This design comes from an exercise in tuning for small area, a short achievable clock period and few clock cycles per item on the open sky130 flow, not from production work.
Function was checked by simulation only, so behaviour that the tests miss may differ from the original.
Power figures rest on the tool's default switching activity, not on a simulated workload.

===== flow/config.mk =====
export PLATFORM = sky130hd
export DESIGN_NAME = v_tile
export DESIGN_NICKNAME = v_tile
export VERILOG_FILES = /design/flow/design.v
export SDC_FILE = /design/flow/constraint.sdc
export NUM_CORES = 4
export LEC_CHECK = 0
export CAP_MARGIN = 20
export CORE_MARGIN = 2
export CORE_UTILIZATION = 40
export SLEW_MARGIN = 20

===== flow/constraint.sdc =====
create_clock -name core_clock -period 4.5 [get_ports {clk}]
set_input_delay 0.9000 -clock core_clock [delete_from_list [all_inputs] [get_ports {clk}]]
set_output_delay 0.9000 -clock core_clock [all_outputs]
set_load 0.01 [all_outputs]

===== flow/design.v =====
`timescale 1ns/1ps
module v_tile #(
    parameter width = 16,
    parameter num_inputs = 4,
    parameter num_regs = 16,
    parameter total_inputs = num_inputs + num_inputs
) (
    input wire clk,
    input wire reset,
    input wire on_off,
    input wire write_en1,
    output wire write_rdy1,
    input wire [num_inputs*width-1:0] w_data_in1,
    output wire write_ack1,
    input wire write_en2,
    output wire write_rdy2,
    input wire [num_inputs*width-1:0] w_data_in2,
    output wire write_ack2,
    input wire write_en3,
    output wire write_rdy3,
    input wire [width-1:0] w_data_in3,
    output wire write_ack3,
    output wire [num_inputs*width-1:0] adder_outputs,
    output wire [3:0] dest_info,
    output wire adder_ack
);
    reg        val1, val2, val3;   
    reg        rdy1, rdy2, rdy3;
    reg [7:1]  blk_carry;          
    reg [31:0] grp_carry;          
    wire val3_nx = ~reset & (val3 | (write_en3 & ~on_off));
    always @(posedge clk) begin
        val1 <= ~reset & (val1 | (write_en1 & ~on_off));
        val2 <= ~reset & (val2 | (write_en2 & ~on_off));
        val3 <= val3_nx;
        rdy1 <= reset | (~on_off & ~write_en1);
        rdy2 <= reset | (~on_off & ~write_en2);
        rdy3 <= reset | (~on_off & ~write_en3);
    end
    assign write_rdy1 = rdy1;
    assign write_rdy2 = rdy2;
    assign write_rdy3 = rdy3;
    assign write_ack1 = write_en1 & ~rdy1;
    assign write_ack2 = write_en2 & ~rdy2;
    assign write_ack3 = write_en3 & ~rdy3;
    wire val12 = val1 & val2;
    wire [63:0] rg = w_data_in1 & w_data_in2;
    wire [63:0] rt = w_data_in1 | w_data_in2;
    reg [31:0] g2, t2;
    integer k;
    always @* begin
        for (k = 0; k < 32; k = k + 1) begin
            g2[k] = rg[2*k + 1] | (rt[2*k + 1] & rg[2*k]);
            t2[k] = rt[2*k + 1] & rt[2*k];
        end
    end
    wire [1:0] mode_nx = w_data_in3[1:0] & {2{val3_nx}};
    reg [7:0] g8, t8;
    integer b;
    always @* begin
        for (b = 0; b < 8; b = b + 1) begin
            g8[b] = g2[4*b + 3] | (t2[4*b + 3] & (g2[4*b + 2] | (t2[4*b + 2] & (g2[4*b + 1] | (t2[4*b + 1] & g2[4*b])))));
            t8[b] = &t2[4*b +: 4];
        end
        g8[1] = g8[1] & mode_nx[0];
        t8[1] = t8[1] & mode_nx[0];
        g8[3] = g8[3] & mode_nx[1];
        t8[3] = t8[3] & mode_nx[1];
        g8[5] = g8[5] & mode_nx[0];
        t8[5] = t8[5] & mode_nx[0];
    end
    reg [7:0] pg, pt;
    integer lv;
    always @* begin
        pg = g8;
        pt = t8;
        for (lv = 1; lv < 8; lv = lv * 2)
            for (k = 0; k < 8; k = k + 1)
                if (k & lv) begin
                    pg[k] = pg[k] | (pt[k] & pg[(k & ~(lv - 1)) - 1]);
                    pt[k] = pt[k] & pt[(k & ~(lv - 1)) - 1];
                end
    end
    reg [31:0] gc;
    always @* begin
        for (k = 0; k < 32; k = k + 1)
            if (k % 4 == 0)
                gc[k] = (k == 0) ? 1'b0 : blk_carry[k / 4];
            else
                gc[k] = g2[k - 1] | (t2[k - 1] & gc[k - 1]);
    end
    always @(posedge clk) begin
        blk_carry <= ~{7{reset}} & pg[6:0];
        for (k = 0; k < 32; k = k + 1)
            grp_carry[k] <= (k % 4 != 0) & ~reset & val12 & gc[k];
    end
    wire [63:0] ca = w_data_in1 & {64{val1}};
    wire [63:0] cb = w_data_in2 & {64{val2}};
    wire [5:0]  cc = w_data_in3[5:0] & {6{val3}};
    wire [63:0] p = ca ^ cb;
    reg [63:0] c;
    always @* begin
        for (k = 0; k < 32; k = k + 1) begin
            if (k % 4 == 0)
                c[2*k] = (k == 0) ? 1'b0 : (val12 & blk_carry[k / 4]);
            else
                c[2*k] = grp_carry[k];
            c[2*k + 1] = (val12 & rg[2*k]) | (rt[2*k] & c[2*k]);
        end
    end
    assign adder_outputs = p ^ c;
    wire fu_on = on_off & ~(write_en1 | write_en2 | write_en3);
    assign dest_info = {4{fu_on}} & cc[5:2];
    assign adder_ack = fu_on & ~(cc[1] & ~cc[0]);
endmodule

===== flow/flow/run.sh =====
#!/bin/bash
# The standard layout, except: the ports are buffered by the smallest buffer
# instead of the delay cell buffer_ports picks on its own; the adders are
# mapped by ABC's area script to plain gates (no full/half adder cells); and
# timing repair aims for setup slack beyond the clock period's.
bash standard.sh "BUFFER_PORTS_ARGS=-buffer_cell sky130_fd_sc_hd__buf_1" ADDER_MAP_FILE= ABC_AREA=1 SETUP_SLACK_MARGIN=1.95 finish > standard.log 2>&1

===== flow/standard.sh =====
#!/bin/bash
# synth_recipe.tcl (not shown) runs the flow's synth.tcl, then flattens the netlist and writes it again
# the make line also repeats each setting of config.mk as NAME=value (left out here)
make -C /OpenROAD-flow-scripts/flow DESIGN_CONFIG=/design/flow/config.mk WORK_HOME=/design/flow/orfs CLKGATE_MAP_FILE= SYNTH_SCRIPT=/design/flow/synth_recipe.tcl "${@:-finish}"

==> results.yml, run 1 <==
run_status:
  status: "finished clean"
timing:
  grt_setup_unrepaired: "yes"
  fin_crit_ps: 2552
  fmax_mhz: 391.8
  clock_skew_ps: 5.018
  setup_tns_ps: 0
  drv_slew: 0
  timing.slew.headroom_pct: 44.38
  worst_slew_pin_slew_ps: 833.4
  hold_violations: 0
  setup_violations: 0
  post-route-period-util_pct: 56.72
yosys:
  synth.yosys.warnings: 1
  syn_nets: 901
  seq_area_frac_synth_pct: 16.97
  synth.distinct_cells: 31
  synth_top_area_share_pct: 18.31
  yosys.area.top_type: "nand2_1"
  syn_area_per_cell_um2: 5.813
  ys.flop_type: "dfxtp_1"
  synth_area_leaders: "nand2_1 18%, dfxtp_1 17%, xor2_1 15%"
  synth_common_cells: "213 x nand2_1, 117 x nor2_1, 73 x inv_1, 73 x xor2_1, 57 x o21ai_0"
  mappedNetlistArea_mm2: 0.004365
  synth-async-reset-ratio_pct: 0
  synth_seq_cells: 37
  synth_edf_count: 0
  synthCells: 751
  yosysMostFrequentCell: "nand2_1"
clock_tree:
  cts_buffer_depth: 2
  cts.sinks: 37
  cts_root_buf: "clkbuf_8"
  htree_num_levels: 2
  numCtsBuffers: 5
  cts_tree: "built"
  clock_latency_ps: 290
  postCtsHoldBufs: 0
  clkTransAtPathRegs_ps: 80
worst_setup_path:
  worstSetupPathType: "reg2out"
  rr_endpoint: "grp_carry[11]"
  cp_max_fo: 11
  worstSetupPathDepth: 5
  slowest_stage: "dfxtp_4"
  r2r-start: "val1"
  path_cells: "nand2_8, buf_4, o31ai_4, xor2_1, buf_2"
  crit_buf_inv: 2
  crit_family: "flip-flops"
  critPathLaunchType: "flip-flop"
  critPathLaunch: "val2"
  r2r_setup_slack_ps: 2380
  required_ps: 3600
  cp-end-kind: "output port"
  crit_path_end: "adder_outputs[33]"
  r2r_cells: 9
  arrival_ps: 1650
  critPathMaxStageDelay_ps: 480
grt:
  grt_pass1_wl_mm: 21.95
  grt_max_degree: 32
  grt_usage_pct: 23.47
  antenna_found_initial: 0
  grt_pass1_vias: 4675
  grt.overflow.total: 0
drt:
  drt_iter0_drc: 328
  wl_mm: 15.35
  drt-pass1-iter-count: 5
  drtAntennaViolNets: 0
  vias_per_cell: 4.936
  drc_errors: 0
  routed-via-count: 5518
  detail_route.wl_per_cell_um: 13.73
flow_run:
  cap_violations: 0
floorplan:
  fp.dieW_um: 108.5
  initial_utilization_pct: 40.63
  num_io_pins: 225
  die_y_um: 108.5
  die-area_mm2: 0.01177
  fp-row-count: 38
  coreArea_mm2: 0.01075
layout:
  nNetsFinal: 1128
  finalNonFillerCells: 1118
  nFillCells: 1137
  antennaDiodeCount: 0
  design_area_mm2: 0.006355
  drive_gt1_share_pct: 26.38
  synthToLayoutAreaGrowth_pct: 45.57
hold_path:
  min_from: "blk_carry[4]"
  min_path_type: "reg2reg"
place:
  placed_cells: 1087
  gp_congestion: 0.8320
  place_hpwl_mm: 10.00
  port_buffers: 214
  placed_area_mm2: 0.005273
power:
  p_leak_nw: 2.933
  peakVddDrop_uv: 109.0
  p_per_area_mw_per_mm2: 181.4
## per-layer routing
| metal | track usage, % | wire length (um) | vias to the layer above |
|---|---|---|---|
| met4 | 4.121 | 183 | 0 |
| met3 | 3.436 | 906 | 16 |
| li1 | - | - | 2856 |
| met5 | 0 | 0 | - |
| met1 | 30.33 | 6688 | 2448 |
| met2 | 41.65 | 7568 | 198 |
## worst min path at each step
stage	end	slack, ps	cells after the start
final	grp_carry[17]	530	2
after global routing	grp_carry[17]	560	2
after CTS	grp_carry[13]	530	2
after detailed placement	grp_carry[13]	510	2
after global placement	grp_carry[13]	510	2
after floorplan	grp_carry[13]	470	2
## cells in the final DEF, fill, tap and decap left out, types with 3 or more instances in the layout
cell type	n
nand2_1	179
buf_4	16
dfxtp_1	35
buf_8	3
buf_16	4
nand2_2	42
inv_2	5
xor2_2	3
buf_1	92
inv_1	72
clkbuf_8	6
xnor2_1	24
o22ai_2	15
buf_2	48
nand3_1	12
o21ai_0	27
nor2_1	108
xor2_1	70
o21ai_1	24
a21oi_1	40
o22ai_1	7
o21ai_2	12
nor2_2	10
clkbuf_16	3
buf_6	9
a22o_1	24
buf_12	7
clkbuf_2	59
## stage by stage
| stage | setup WS [ps] | hold slack, ps | total power [W] | utilization (%) |
|---|---|---|---|---|
| after floorplan | 2125 | 471.4 | 0.0006319 | - |
| after global placement | 1738 | 507.6 | 0.0007935 | 49.07 |
| after detailed placement | 1772 | 511.3 | 0.0007937 | 49.07 |
| after CTS | 1922 | 530.3 | 0.001089 | 52.71 |
| after global routing | 1879 | 556.6 | 0.001232 | 59.14 |
| final | 1948 | 532.3 | 0.001153 | 59.14 |
## worst register-to-register path, cell delays in order (launching register included)
cell and delay (ps):
dfxtp_4 410, buf_4 170, nand2_8 170, nor2_1 90
inv_1 620, nor2_1 170, nand2_1 90, o21ai_0 100
nand2_1 90, o21ai_0 70
## kinds of logic after synthesis
logic type	Yosys count	share of synthesized area [%]
AND/OR/NAND/NOR	360	32.96
AO/OA/AOI/OAI	156	21.38
buffers and inverters	101	9.229
XOR/XNOR	97	19.46
flip-flops	37	16.97
## power by group
part	total, W	switching [W]	internal [W]
Clock	0.000245	0.000123	0.000122
Combinational	0.000558	0.000319	0.000239
Sequential	0.000349	0.0000114	0.000338
Total	0.00115	0.000454	0.000698
## final cells by class
type | count | area, um2 | share of cell area, %
multi-input cells | 614 | 3568 | 56.15
repair buffers | 241 | 1473 | 23.17
flip-flops and latches | 37 | 748.2 | 11.77
inverters | 79 | 304.0 | 4.784
well taps | 140 | 175.2 | 2.756
clock buffers | 7 | 86.33 | 1.359
## sequential cells by signal, indices dropped and copies added (netlist names)
signal	count
val3	1
val2	1
val1	1
rdy3	1
rdy2	1
grp_carry	24
rdy1	1
blk_carry	7
## repair_timing
action,CTS,global route
pin swaps,8,66
endpoints found under the hold margin,0,0
endpoints found under the setup margin,69,68
buffers inserted,2,14
cloned,5,3
resized for setup,63,239
==> inputs of run 2 (changes only) <==
--- a/flow/flow/run.sh
+++ b/flow/flow/run.sh
@@ -5,2 +5,2 @@
 # timing repair aims for setup slack beyond the clock period's.
-bash standard.sh "BUFFER_PORTS_ARGS=-buffer_cell sky130_fd_sc_hd__buf_1" ADDER_MAP_FILE= ABC_AREA=1 SETUP_SLACK_MARGIN=1.95 finish > standard.log 2>&1
+bash standard.sh "BUFFER_PORTS_ARGS=-buffer_cell sky130_fd_sc_hd__buf_1" ADDER_MAP_FILE= ABC_AREA=1 SETUP_SLACK_MARGIN=1.8 finish > standard.log 2>&1
==> run 2 against run 1 <==
Compared with the run above:
- still clean on timing, DRC and antenna
- combinational power shrank 16%
- non-clock buffer count shrank 17
- worst setup slack lost 67 ps
- register-to-register slack lost 50 ps
- critical path depth is the same
- largest power group unchanged
==> results.yml, run 2 <==
grt:
  grt_pass1_wl_mm: 20.24
  grt_max_degree: 63
  grt_pass1_vias: 4545
  antenna_found_initial: 0
  grt.overflow.total: 0
  grt_usage_pct: 21.02
worst_setup_path:
  arrival_ps: 1720
  slowest_stage: "o31ai_2"
  worstSetupPathType: "in2out"
  critPathMaxStageDelay_ps: 240
  worstSetupPathDepth: 5
  path_cells: "buf_1, nor2_1, o31ai_2, xor2_1, buf_1"
  required_ps: 3600
  r2r-start: "val1"
  crit_path_end: "adder_outputs[17]"
  path_common_cell: "buf_1"
  critPathLaunchType: "input pin"
  crit_buf_inv: 2
  critPathLaunch: "w_data_in1[16]"
  cp_max_fo: 4
  r2r_setup_slack_ps: 2330
  rr_endpoint: "grp_carry[11]"
  crit_family: "buffers and inverters"
  cp-end-kind: "output port"
  r2r_cells: 9
layout:
  antennaDiodeCount: 0
  drive_gt1_share_pct: 5.515
  synthToLayoutAreaGrowth_pct: 27.46
  finalNonFillerCells: 1101
  final_cell_mix: "212 x nand2_1, 208 x buf_1, 117 x nor2_1"
  largest_reg_flops: 24
  top_register: "grp_carry"
  nNetsFinal: 1111
  multi_input_area_mm2: 0.003271
  seqCellArea_um2: 748.2
  nFillCells: 1228
  mostFrequentLayoutCell: "nand2_1"
  reg_top3: "grp_carry: 24 flops, blk_carry: 7 flops"
yosys:
  synth-async-reset-ratio_pct: 0
  synth_seq_cells: 37
  syn_area_per_cell_um2: 5.813
  synth_common_cells: "213 x nand2_1, 117 x nor2_1, 73 x inv_1, 73 x xor2_1, 57 x o21ai_0"
  synthCells: 751
  mappedNetlistArea_mm2: 0.004365
  syn_nets: 901
  synth.distinct_cells: 31
  yosysMostFrequentCell: "nand2_1"
  synth.yosys.warnings: 1
  seq_area_frac_synth_pct: 16.97
  ys.flop_type: "dfxtp_1"
  synth_area_leaders: "nand2_1 18%, dfxtp_1 17%, xor2_1 15%"
  yosys.area.top_type: "nand2_1"
  synth_top_area_share_pct: 18.31
  synth_edf_count: 0
timing:
  worst_slew_pin_slew_ps: 840.0
  fin_crit_ps: 2619
  setup_violations: 0
  setup_tns_ps: 0
  post-route-period-util_pct: 58.20
  hold_violations: 0
  grt_setup_unrepaired: "yes"
  fin_ws_ps: 1881
  fmax_mhz: 381.8
  drv_slew: 0
  clock_skew_ps: 5.071
  timing.slew.headroom_pct: 43.94
floorplan:
  initial_utilization_pct: 40.63
  fp.dieW_um: 108.5
  die-area_mm2: 0.01177
  die_y_um: 108.5
  fp-row-count: 38
  coreArea_mm2: 0.01075
  num_io_pins: 225
power:
  peakVddDrop_uv: 104.5
  p_per_area_mw_per_mm2: 190.9
  p_leak_nw: 2.355
clock_tree:
  cts.sinks: 37
  clkTransAtPathRegs_ps: 70
  cts_tree: "built"
  clock_latency_ps: 290
  htree_num_levels: 2
  numCtsBuffers: 5
  cts_buffer_depth: 2
  cts_root_buf: "clkbuf_8"
place:
  place_hpwl_mm: 10.00
  pre_cts_ws_ps: 1772
  placed_cells: 1087
  gp_congestion: 0.8320
  port_buffers: 214
drt:
  drtAntennaViolNets: 0
  wl_mm: 14.35
  vias_per_cell: 4.817
  drc_errors: 0
  detail_route.wl_per_cell_um: 13.03
  drt-pass1-iter-count: 5
  routed-via-count: 5304
  drt_iter0_drc: 328
run_status:
  status: "finished clean"
hold_path:
  min_path_type: "reg2reg"
flow_run:
  cap_violations: 0
## run 2: cell types whose count changed in the layout (fill, tap and decap cells not counted), sizes merged
cell / change
buf: +35
clkbuf: -52
## run 2: final cells by class
type / instances / area share [%]
Multi-Input combinational cell: 614 / 58.78
Timing Repair Buffer: 224 / 17.70
Sequential cell: 37 / 13.45
Inverter: 79 / 5.374
Tap cell: 140 / 3.148
Clock buffer: 7 / 1.552
## run 2: power breakdown
group	leakage [nW]	internal, W	total (W)	switching, W
combinational	2.01	0.000178	0.000471	0.000293
clock	0.0443	0.000122	0.000245	0.000123
sequential	0.303	0.000338	0.000347	0.00000908
total	2.35	0.000638	0.00106	0.000425
## run 2: worst min-delay path by stage
stage | depth (start not counted) | slack (ps) | startpoint | end
2_1_floorplan | 2 | 470 | blk_carry[3] | grp_carry[13]
3_3_place_gp | 2 | 510 | blk_carry[3] | grp_carry[13]
3_5_place_dp | 2 | 510 | blk_carry[3] | grp_carry[13]
4_1_cts | 2 | 530 | blk_carry[3] | grp_carry[13]
5_1_grt | 2 | 560 | blk_carry[4] | grp_carry[17]
6_report | 2 | 530 | blk_carry[3] | grp_carry[13]
## run 2: cell families after synthesis
family                    share of synthesized area [%]
xor gates and xnor gates                          19.46
buffers and inverters                             9.229
and+or+nand+nor                                   32.96
DFF                                               16.97
AOI/OAI and AO/OA                                 21.38
## run 2: worst min-delay path: stages, from the launching register on
cell     delay [ps]
dfxtp_1         340
a21oi_1          80
nor2_1           80
## run 2: through the flow
stage          power (W)  area (um2)  hold WS, ps  utilization (%)
2_1_floorplan  0.0006319        4365        471.4                -
3_3_place_gp   0.0007935        5273        507.6            49.07
3_5_place_dp   0.0007937        5273        511.3            49.07
4_1_cts         0.001048        5403        530.3            50.28
5_1_grt         0.001144        5564        556.6            51.78
6_report        0.001062        5564        533.1            51.78
## run 2: timing repair
| item | CTS | global route |
|---|---|---|
| pin swaps | 0 | 1 |
| setup buffers | 0 | 2 |
| hold buffers | 0 | 0 |
| resized for setup | 9 | 16 |
| setup endpoints to repair | 63 | 40 |
| gates cloned | 0 | 5 |
## run 2: per-layer routing
layer,share of wire [%],wire (um),global-route usage (%)
met5,0,0,0
met4,0.66,94,4.212
met3,5.8,830,3.436
met2,47,6809,37.59
met1,46,6613,26.51
==> inputs of run 3 (changes only) <==
--- a/flow/design.v
+++ b/flow/design.v
@@ -100,2 +100,4 @@
     wire [63:0] p = ca ^ cb;
+    wire [63:0] g = ca & cb;
+    wire [63:0] t = ca | cb;
     reg [63:0] c;
@@ -107,3 +109,3 @@
                 c[2*k] = grp_carry[k];
-            c[2*k + 1] = (val12 & rg[2*k]) | (rt[2*k] & c[2*k]);
+            c[2*k + 1] = g[2*k] | (t[2*k] & c[2*k]);
         end
==> run 3 against run 2 <==
Compared with the run above:
- cell count rose by 2.5%
- die area about the same
- synthesized cell count grew 2.9%
- total power rose by 1.3%
- area after synthesis barely moved
- fmax decreased by 0.84%
- first-iteration DRC count decreased by 26%
- critical endpoint is now adder_ack
- largest cell class unchanged
==> results.yml, run 3 <==
drt:
  routed-via-count: 5417
  highest_layer: "met4"
  drtAntennaViolNets: 0
  drt_iter0_drc: 243
  drt-pass1-iter-count: 4
  drt-met1-wl_mm: 6.230
  drc_errors: 0
  wl_mm: 13.97
  dr_wl_met2_mm: 6.761
  detail_route.wl_per_cell_um: 12.37
  routed-wl-met3_um: 833
  vias_per_cell: 4.798
grt:
  grt_usage_pct: 23.07
  grt.overflow.total: 0
  grt_pass1_wl_mm: 21.53
  antenna_found_initial: 0
  grt_pass1_vias: 4682
  grt_max_degree: 42
yosys:
  yosys.area.top_type: "nand2_1"
  ys.flop_type: "dfxtp_1"
  synth_area_leaders: "nand2_1 24%, dfxtp_1 17%, xor2_1 11%"
  synth-async-reset-ratio_pct: 0
  yosysMostFrequentCell: "nand2_1"
  syn_area_per_cell_um2: 5.644
  synth_common_cells: "280 x nand2_1, 82 x inv_1, 80 x nor2_1"
  synth_top_area_share_pct: 24.09
  synth.distinct_cells: 29
  mappedNetlistArea_mm2: 0.004363
  synthCells: 773
  seq_area_frac_synth_pct: 16.98
  synth.yosys.warnings: 1
  synth_seq_cells: 37
  synth_edf_count: 0
  syn_nets: 923
layout:
  largest_reg_flops: 24
  synthToLayoutAreaGrowth_pct: 28.71
  nNetsFinal: 1138
  antennaDiodeCount: 0
  reg_top3: "grp_carry: 24 flops, blk_carry: 7 flops"
  drive_gt1_share_pct: 7.381
  top_register: "grp_carry"
  mostFrequentLayoutCell: "nand2_1"
  final_cell_mix: "280 x nand2_1, 196 x buf_1, 78 x nor2_1, 78 x inv_1, 53 x xor2_1"
clock_tree:
  htree_num_levels: 2
  cts_tree: "built"
  postCtsHoldBufs: 0
  numCtsBuffers: 5
  cts_root_buf: "clkbuf_8"
  clock_latency_ps: 290
  cts.sinks: 37
  clkTransAtPathRegs_ps: 80
  cts_buffer_depth: 2
floorplan:
  fp.dieW_um: 108.4
  die_y_um: 108.4
  coreArea_mm2: 0.01075
  num_io_pins: 225
  initial_utilization_pct: 40.60
  die-area_mm2: 0.01176
  fp-row-count: 38
timing:
  hold_violations: 0
  clock_skew_ps: 2.399
  drv_slew: 0
  setup_violations: 0
  grt_setup_unrepaired: "yes"
  fmax_mhz: 378.6
  fin_ws_ps: 1859
  setup_tns_ps: 0
  fin_crit_ps: 2641
  timing.slew.headroom_pct: 62.62
  worst_slew_pin_slew_ps: 560.0
  post-route-period-util_pct: 58.69
worst_setup_path:
  cp_max_fo: 4
  worstSetupPathType: "in2out"
  cp-end-kind: "output port"
  arrival_ps: 1740
  required_ps: 3600
  critPathLaunchType: "input pin"
hold_path:
  min_path_type: "reg2reg"
flow_run:
  cap_violations: 0
power:
  peakVddDrop_uv: 128.7
  p_per_area_mw_per_mm2: 191.6
  p_leak_nw: 2.632
place:
  place_hpwl_mm: 10.81
  pre_cts_ws_ps: 1377
  gp_congestion: 0.8132
  port_buffers: 214
run_status:
  status: "finished clean"
==> run 3: report_power, final <==
group	internal, W	switching [W]	total [W]
combinational	0.000179	0.000286	0.000465
clock	0.000139	0.000124	0.000263
sequential	0.000338	0.00000970	0.000348
==> run 3: worst max-delay path, stage by stage <==
cell	delay, ps
buf_1	140
nor4_4	270
inv_2	80
a31oi_2	180
buf_2	170
==> run 3: cell families after synthesis <==
group           after synthesis  share of synthesized area, %
simple gates                420                         38.43
compound gates              113                         15.72
buf+inv                     107                         9.607
xor+xnor                     96                         19.27
flops                        37                         16.98
==> run 3: per-stage QoR <==
stage,total power [W],util [%],hold WS (ps),instance area (um2),cells
finish,0.001076,52.26,528.8,5615,1129
global route,0.001161,52.26,558.6,5615,1129
CTS,0.001075,51.20,526.2,5502,1127
detailed placement,0.0007951,49.08,500.8,5274,1110
global placement,0.0007946,49.08,521.0,5274,1110
floorplan,0.0006287,-,471.4,4363,773
==> run 3: cell type report <==
type / count / area (um2)
timing repair buffer: 228 / 955.9
tap: 140 / 175.2
sequential: 37 / 748.2
multi-input combinational: 629 / 3291
fill: 1192 / 5130
clock inverter: 1 / 5.005
clock buffer: 7 / 96.34
inverter: 87 / 344.1
==> run 3: worst paths after layout <==
check	from	to	slack, ps	cells past startpoint
min	blk_carry[2]	grp_carry[9]	530	2
min reg2reg	blk_carry[2]	grp_carry[9]	530	2
max	write_en3	adder_ack	1860	5
max reg2reg	val1	grp_carry[7]	2690	7
==> run 3: repair_timing <==
item / CTS / global route
pin swaps: 1 / 1
setup buffers: 9 / 2
endpoints found under the setup margin: 69 / 57
gates resized for setup: 20 / 34
==> run 3: routing by layer <==
layer / vias to the layer above / track usage, %
met2: 148 / 41.25
met5: - / 0
met3: 11 / 3.918
li1: 2873 / -
met1: 2385 / 29.04
met4: 0 / 4.579
Testbench counts of run 3, summed over its fixed seeds: cycles 9,600, ops 3,200.
==> inputs of run 4 (changes only) <==
--- a/flow/design.v
+++ b/flow/design.v
@@ -100,4 +100,2 @@
     wire [63:0] p = ca ^ cb;
-    wire [63:0] g = ca & cb;
-    wire [63:0] t = ca | cb;
     reg [63:0] c;
@@ -109,3 +107,3 @@
                 c[2*k] = grp_carry[k];
-            c[2*k + 1] = g[2*k] | (t[2*k] & c[2*k]);
+            c[2*k + 1] = (val12 & rg[2*k]) | (rt[2*k] & c[2*k]);
         end
--- a/flow/flow/run.sh
+++ b/flow/flow/run.sh
@@ -5,2 +5,2 @@
 # timing repair aims for setup slack beyond the clock period's.
-bash standard.sh "BUFFER_PORTS_ARGS=-buffer_cell sky130_fd_sc_hd__buf_1" ADDER_MAP_FILE= ABC_AREA=1 SETUP_SLACK_MARGIN=1.8 finish > standard.log 2>&1
+bash standard.sh "BUFFER_PORTS_ARGS=-buffer_cell sky130_fd_sc_hd__buf_1" ADDER_MAP_FILE= ABC_AREA=1 SETUP_SLACK_MARGIN=1.88 finish > standard.log 2>&1
==> run 4 against run 3 <==
Compared with the run above:
- worst hold slack improved by 3.3 ps
- cell area increased by 2.1%
- via count decreased by 0.26%
- wire length increased by 5.0%
- clock skew about the same
- non-clock buffer count increased by 1
- register-to-register slack got worse by 330 ps
- critical path type unchanged
==> results.yml, run 4 <==
layout:
  design_area_mm2: 0.005736
  antennaDiodeCount: 0
  final_cell_mix: "212 x nand2_1, 173 x buf_1, 114 x nor2_1"
  mostFrequentLayoutCell: "nand2_1"
  largest_reg_flops: 24
  nNetsFinal: 1116
  top_register: "grp_carry"
  synthToLayoutAreaGrowth_pct: 31.38
  drive_gt1_share_pct: 10.25
  nFillCells: 1212
  reg_top3: "grp_carry: 24 flops, blk_carry: 7 flops"
  final_util_pct: 53.38
yosys:
  seq_area_frac_synth_pct: 16.97
  synth_common_cells: "213 x nand2_1, 117 x nor2_1, 73 x inv_1, 73 x xor2_1, 57 x o21ai_0"
  synth_seq_cells: 37
  ys.flop_type: "dfxtp_1"
  syn_area_per_cell_um2: 5.813
  syn_nets: 901
  mappedNetlistArea_mm2: 0.004365
  yosysMostFrequentCell: "nand2_1"
  synthCells: 751
  synth_area_leaders: "nand2_1 18%, dfxtp_1 17%, xor2_1 15%"
  synth.distinct_cells: 31
  synth_top_area_share_pct: 18.31
  synth-async-reset-ratio_pct: 0
  synth.yosys.warnings: 1
  yosys.area.top_type: "nand2_1"
  synth_edf_count: 0
clock_tree:
  cts.sinks: 37
  clock_latency_ps: 290
  cts_tree: "built"
  numCtsBuffers: 5
  clkTransAtPathRegs_ps: 80
  cts_buffer_depth: 2
  cts_root_buf: "clkbuf_8"
  postCtsHoldBufs: 0
  htree_num_levels: 2
worst_setup_path:
  cp-end-kind: "output port"
  worstSetupPathType: "in2out"
  required_ps: 3600
  critPathLaunchType: "input pin"
  slowest_stage: "nor4_4"
  arrival_ps: 1710
  r2r-start: "val1"
  path_cells: "buf_1, nor4_4, inv_2, a21oi_1, buf_2"
  rr_endpoint: "grp_carry[11]"
  r2r_cells: 9
  critPathMaxStageDelay_ps: 310
  r2r_setup_slack_ps: 2360
  cp_max_fo: 5
timing:
  setup_violations: 0
  worst_slew_pin_slew_ps: 835.3
  clock_skew_ps: 2.453
  fmax_mhz: 382.4
  post-route-period-util_pct: 58.11
  fin_crit_ps: 2615
  drv_slew: 0
  hold_violations: 0
  grt_setup_unrepaired: "yes"
  timing.slew.headroom_pct: 44.25
  setup_tns_ps: 0
grt:
  use_met1_pct: 28.88
  grt_pass1_vias: 4615
  grt_pass1_wl_mm: 21.27
  grt.met2_usage_pct: 40.09
  grt_usage_pct: 22.49
  antenna_found_initial: 0
  met3_usage_pct: 3.436
  grt_max_degree: 32
  busiest_layer: "met2"
  grt.overflow.total: 0
drt:
  drtAntennaViolNets: 0
  drc_errors: 0
  drt-pass1-iter-count: 5
  vias_per_cell: 4.885
  routed-via-count: 5403
  drt_iter0_drc: 320
  wl_mm: 14.66
  detail_route.wl_per_cell_um: 13.26
power:
  peakVddDrop_uv: 105.7
  p_per_area_mw_per_mm2: 189.6
  p_leak_nw: 2.517
flow_run:
  cap_violations: 0
floorplan:
  fp.dieW_um: 108.5
  initial_utilization_pct: 40.63
  num_io_pins: 225
  die-area_mm2: 0.01177
  fp-row-count: 38
  die_y_um: 108.5
  coreArea_mm2: 0.01075
place:
  port_buffers: 214
  placed_area_mm2: 0.005273
  gp_congestion: 0.8320
  place_hpwl_mm: 10.00
hold_path:
  min_path_type: "reg2reg"
  hold_depth: 2
  min_from: "blk_carry[4]"
  whs_endpoint: "grp_carry[17]"
run_status:
  status: "finished clean"
## run 4: kinds of logic after synthesis
group	count (synthesis)	synth area share, %
DFF	37	16.97
and+or+nand+nor	360	32.96
AOI/OAI and AO/OA	156	21.38
xor gates and xnor gates	97	19.46
buffers and inverters	101	9.229
## run 4: cell type report
| cell class | count | area, um2 | area share (%) |
|---|---|---|---|
| Inverter | 79 | 304.0 | 5.301 |
| Clock buffer | 7 | 86.33 | 1.505 |
| Sequential cell | 37 | 748.2 | 13.05 |
| Tap cell | 140 | 175.2 | 3.054 |
| Timing Repair Buffer | 229 | 1116 | 19.46 |
| Multi-Input combinational cell | 614 | 3306 | 57.64 |
## run 4: where the power goes
part	total (W)	switching [W]	internal (W)
Sequential	0.000347	0.00000926	0.000338
Clock	0.000244	0.000122	0.000122
Combinational	0.000497	0.000300	0.000196
## run 4: per-stage QoR
step	power (W)	cells	hold slack (ps)	setup WS (ps)
final	0.001087	1106	532.2	1885
after global routing	0.001169	1106	556.6	1806
after CTS	0.001064	1097	530.3	1882
after detailed placement	0.0007937	1087	511.3	1772
after global placement	0.0007935	1087	507.6	1738
after floorplan	0.0006319	751	471.4	2125
## run 4: metal layers
metal  routed length (um)  vias to the layer above
li1                     -                     2835
met1                 6656                     2385
met2                 7012                      179
met3                  925                        4
met4                   69                        0
met5                    0                        -
## run 4: timing repair
item                                    in CTS  in global routing
resized for setup                           16                 86
setup buffers                                0                  6
pin swaps                                    1                 10
endpoints found under the setup margin      69                 59
gates cloned                                 3                  3
## run 4: worst max-delay path by stage
stage	start	end	depth (start not counted)	slack (ps)
after global placement	val1	adder_outputs[36]	6	1740
after floorplan	write_en3	adder_ack	3	2120
after global routing	write_en1	dest_info[2]	5	1810
final	write_en1	adder_ack	5	1890
after detailed placement	val1	adder_outputs[2]	6	1770
after CTS	w_data_in1[8]	adder_outputs[9]	5	1880
## run 4: critical path: cells and delay by family
kind / cells / cell delay (ps)
and+or+nand+nor: 1 / 310
AOI/OAI and AO/OA: 1 / 110
buffers and inverters: 3 / 390
==> inputs of run 5 (changes only) <==
==> flow/flow/run.sh (replaced) <==
#!/bin/bash
# The standard layout, except: the ports are buffered by the smallest buffer
# instead of the delay cell buffer_ports picks on its own; the adders are
# mapped by ABC's area script to plain gates (no full/half adder cells);
# timing repair aims for setup slack beyond the clock period's; the clock
# tree uses small buffers; and the core is packed denser.
bash standard.sh "BUFFER_PORTS_ARGS=-buffer_cell sky130_fd_sc_hd__buf_1" ADDER_MAP_FILE= ABC_AREA=1 SETUP_SLACK_MARGIN=1.8 \
  "CTS_BUF_LIST=sky130_fd_sc_hd__clkbuf_2 sky130_fd_sc_hd__clkbuf_4" CORE_UTILIZATION=60 finish > standard.log 2>&1
==> run 5 against run 4 <==
Compared with the run above:
- non-clock buffer count is 5 lower
- critical path depth is 1 higher
- sequential cell count unchanged
- register-to-register slack improved by 20 ps
- die area shrank 32%
- combinational power shrank 2%
- first-iteration DRC count decreased by 0.94%
- area after synthesis unchanged
- count of clock-buffer cells in the layout fell by 2
==> results.yml, run 5 <==
hold_path:
  min_path_type: "reg2reg"
layout:
  drive_gt1_share_pct: 6.653
  largest_reg_flops: 24
  final_cell_mix: "212 x nand2_1, 203 x buf_1, 115 x nor2_1"
  finalNonFillerCells: 1061
  antennaDiodeCount: 0
  top_register: "grp_carry"
  design_area_mm2: 0.005534
  reg_top3: "grp_carry: 24 flops, blk_carry: 7 flops"
  synthToLayoutAreaGrowth_pct: 26.77
  mostFrequentLayoutCell: "nand2_1"
  nNetsFinal: 1111
timing:
  setup_violations: 0
  holdWs_ps: 548.9
  post-route-period-util_pct: 60.46
  drv_slew: 0
  timing.slew.headroom_pct: 46.79
  fmax_mhz: 367.5
  hold_violations: 0
  fin_crit_ps: 2721
  fin_ws_ps: 1779
  setup_tns_ps: 0
  grt_setup_unrepaired: "yes"
  clock_skew_ps: 12.30
  worst_slew_pin_slew_ps: 797.3
clock_tree:
  clkTransAtPathRegs_ps: 110
  cts_root_buf: "clkbuf_4"
  htree_num_levels: 2
  clock_latency_ps: 370
  cts_buffer_depth: 2
  postCtsHoldBufs: 0
  cts_tree: "built"
  cts.sinks: 37
  numCtsBuffers: 5
yosys:
  yosys.area.top_type: "nand2_1"
  synth-async-reset-ratio_pct: 0
  synth.distinct_cells: 31
  ys.flop_type: "dfxtp_1"
  mappedNetlistArea_mm2: 0.004365
  yosysMostFrequentCell: "nand2_1"
  synthCells: 751
  synth_top_area_share_pct: 18.31
  synth_seq_cells: 37
  seq_area_frac_synth_pct: 16.97
  syn_nets: 901
  synth_area_leaders: "nand2_1 18%, dfxtp_1 17%, xor2_1 15%"
  syn_area_per_cell_um2: 5.813
  synth.yosys.warnings: 1
  synth_common_cells: "213 x nand2_1, 117 x nor2_1, 73 x inv_1, 73 x xor2_1, 57 x o21ai_0"
  synth_edf_count: 0
grt:
  met3_usage_pct: 6.833
  busiest_layer: "met2"
  grt.overflow.total: 0
  use_met1_pct: 33.71
  grt_max_degree: 32
  grt_pass1_wl_mm: 19.86
  grt_pass1_vias: 4788
  antenna_found_initial: 0
  grt_usage_pct: 31.53
  grt.met2_usage_pct: 59.06
drt:
  routed-via-count: 5768
  drt-pass1-iter-count: 5
  wl_mm: 14.46
  drtAntennaViolNets: 0
  detail_route.wl_per_cell_um: 13.62
  drt_iter0_drc: 317
  drc_errors: 0
  vias_per_cell: 5.436
worst_setup_path:
  worstSetupPathType: "reg2out"
  arrival_ps: 1820
  critPathLaunchType: "flip-flop"
  cp-end-kind: "output port"
  required_ps: 3600
  cp_max_fo: 31
place:
  placed_cells: 1045
  placed_area_mm2: 0.005214
  gp_congestion: 0.8092
  place_hpwl_mm: 10.14
  pre_cts_ws_ps: 1824
  port_buffers: 214
power:
  switching_share_pct: 43.02
  p_int_w: 0.0005766
  pwr-share-clk_pct: 17.7
  peakVddDrop_uv: 115.4
  p_per_area_mw_per_mm2: 182.9
  p_leak_nw: 2.375
  p_sw_w: 0.0004354
  seqPwrFrac_pct: 34.3
  p_comb_share_pct: 47.9
floorplan:
  initial_utilization_pct: 61.17
  coreArea_mm2: 0.007137
  fp.dieW_um: 89.30
  die_y_um: 89.30
  die-area_mm2: 0.007974
  fp-row-count: 31
  num_io_pins: 225
flow_run:
  cap_violations: 0
run_status:
  status: "finished clean"
[run 5: cell counts after synthesis]
No cell type changed its count.
[run 5: power groups by stage]
stage	logic, W	clock network (W)	registers, W
6_report	0.000485	0.000179	0.000348
4_1_cts	0.000462	0.000180	0.000346
5_1_grt	0.000538	0.000188	0.000349
3_3_place_gp	0.000427	0	0.000351
3_5_place_dp	0.000442	0	0.000351
2_1_floorplan	0.000282	0	0.000350
[run 5: path summary, 6_finish.rpt]
kind | slack [ps] | from | end | cells past startpoint
setup / recovery | 1780 | val2 | adder_outputs[36] | 6
hold / removal | 550 | blk_carry[3] | grp_carry[13] | 2
hold reg to reg | 550 | blk_carry[3] | grp_carry[13] | 2
setup reg to reg | 2380 | val1 | grp_carry[11] | 9
[run 5: metrics by stage]
step | utilization (%) | power (W)
floorplan | - | 0.0006319
global placement | 73.05 | 0.0007774
detailed placement | 73.05 | 0.0007938
CTS | 75.53 | 0.0009882
global route | 77.54 | 0.001075
finish | 77.54 | 0.001012
[run 5: cell families after synthesis]
family / share of synthesized area, %
buffers and inverters: 9.229
and+or+nand+nor: 32.96
DFF: 16.97
AOI/OAI and AO/OA: 21.38
xor gates and xnor gates: 19.46
[run 5: final cells by class]
type                       count  area [um2]
sequential                    37       748.2
tap                           99       123.9
inverter                      79       299.0
multi-input combinational    614        3313
timing repair buffer         224       999.7
clock buffer                   5       37.54
fill                         617        1603
clock inverter                 3       12.51
[run 5: layer usage]
| layer | routed length, um | vias to the layer above |
|---|---|---|
| li1 | - | 2831 |
| met1 | 5558 | 2599 |
| met2 | 7213 | 297 |
| met3 | 1290 | 41 |
| met4 | 393 | 0 |
| met5 | 0 | - |
[run 5: repair_timing]
item	4_1_cts	5_1_grt
gates resized for setup	14	33
buffers inserted	0	4
endpoints found under the setup margin	63	41
cloned	2	2
pin swaps	1	1
[run 5: critical path, cell delays in order (launching register included)]
cell and delay, ps:
dfxtp_4 440, buf_12 220, inv_1 130, o22ai_1 170
o21ai_0 150, xor2_1 170, buf_1 170

## port drivers added, routing unchanged
How much do the figures lean on ideal ports? The routed layouts below were timed once more, with nothing changed but the port constraints. Step 1, drivers: a clkbuf_16 drives clk and a buf_2 each remaining input, both assumed. Step 2 adds t to the input delays and takes it off the output delays; t is the mean of the earliest and latest rising clock arrival at the registers after step 1. Input paths then give back, and output paths get back, about the clock's delay inside the block. Slacks: ideal / step 1 / step 2; pairs: ideal / step 1.
| run | shift t [ns] | setup WS [ns] | hold WS [ns] | worst setup path after step 2 | latest minus earliest clock arrival (ns) |
|---|---|---|---|---|---|
| run 1 | 0.319 | 1.948 / 1.916 / 1.922 | 0.532 / 0.532 / 0.532 | input to output | 0.006 / 0.006 |
| run 2 | 0.321 | 1.881 / 1.842 / 1.842 | 0.533 / 0.533 / 0.533 | input to output | 0.005 / 0.005 |
| run 3 | 0.323 | 1.859 / 1.822 / 1.822 | 0.529 / 0.529 / 0.529 | input to output | 0.002 / 0.002 |
| run 4 | 0.319 | 1.885 / 1.865 / 1.865 | 0.532 / 0.532 / 0.532 | input to output | 0.003 / 0.003 |
| run 5 | 0.387 | 1.779 / 1.752 / 1.780 | 0.549 / 0.549 / 0.549 | input to register | 0.013 / 0.012 |
After both steps every run listed still meets setup and hold. For run 2, which loses most, drivers alone change the setup slack by -0.039 ns; drivers and shift together by -0.039 ns.
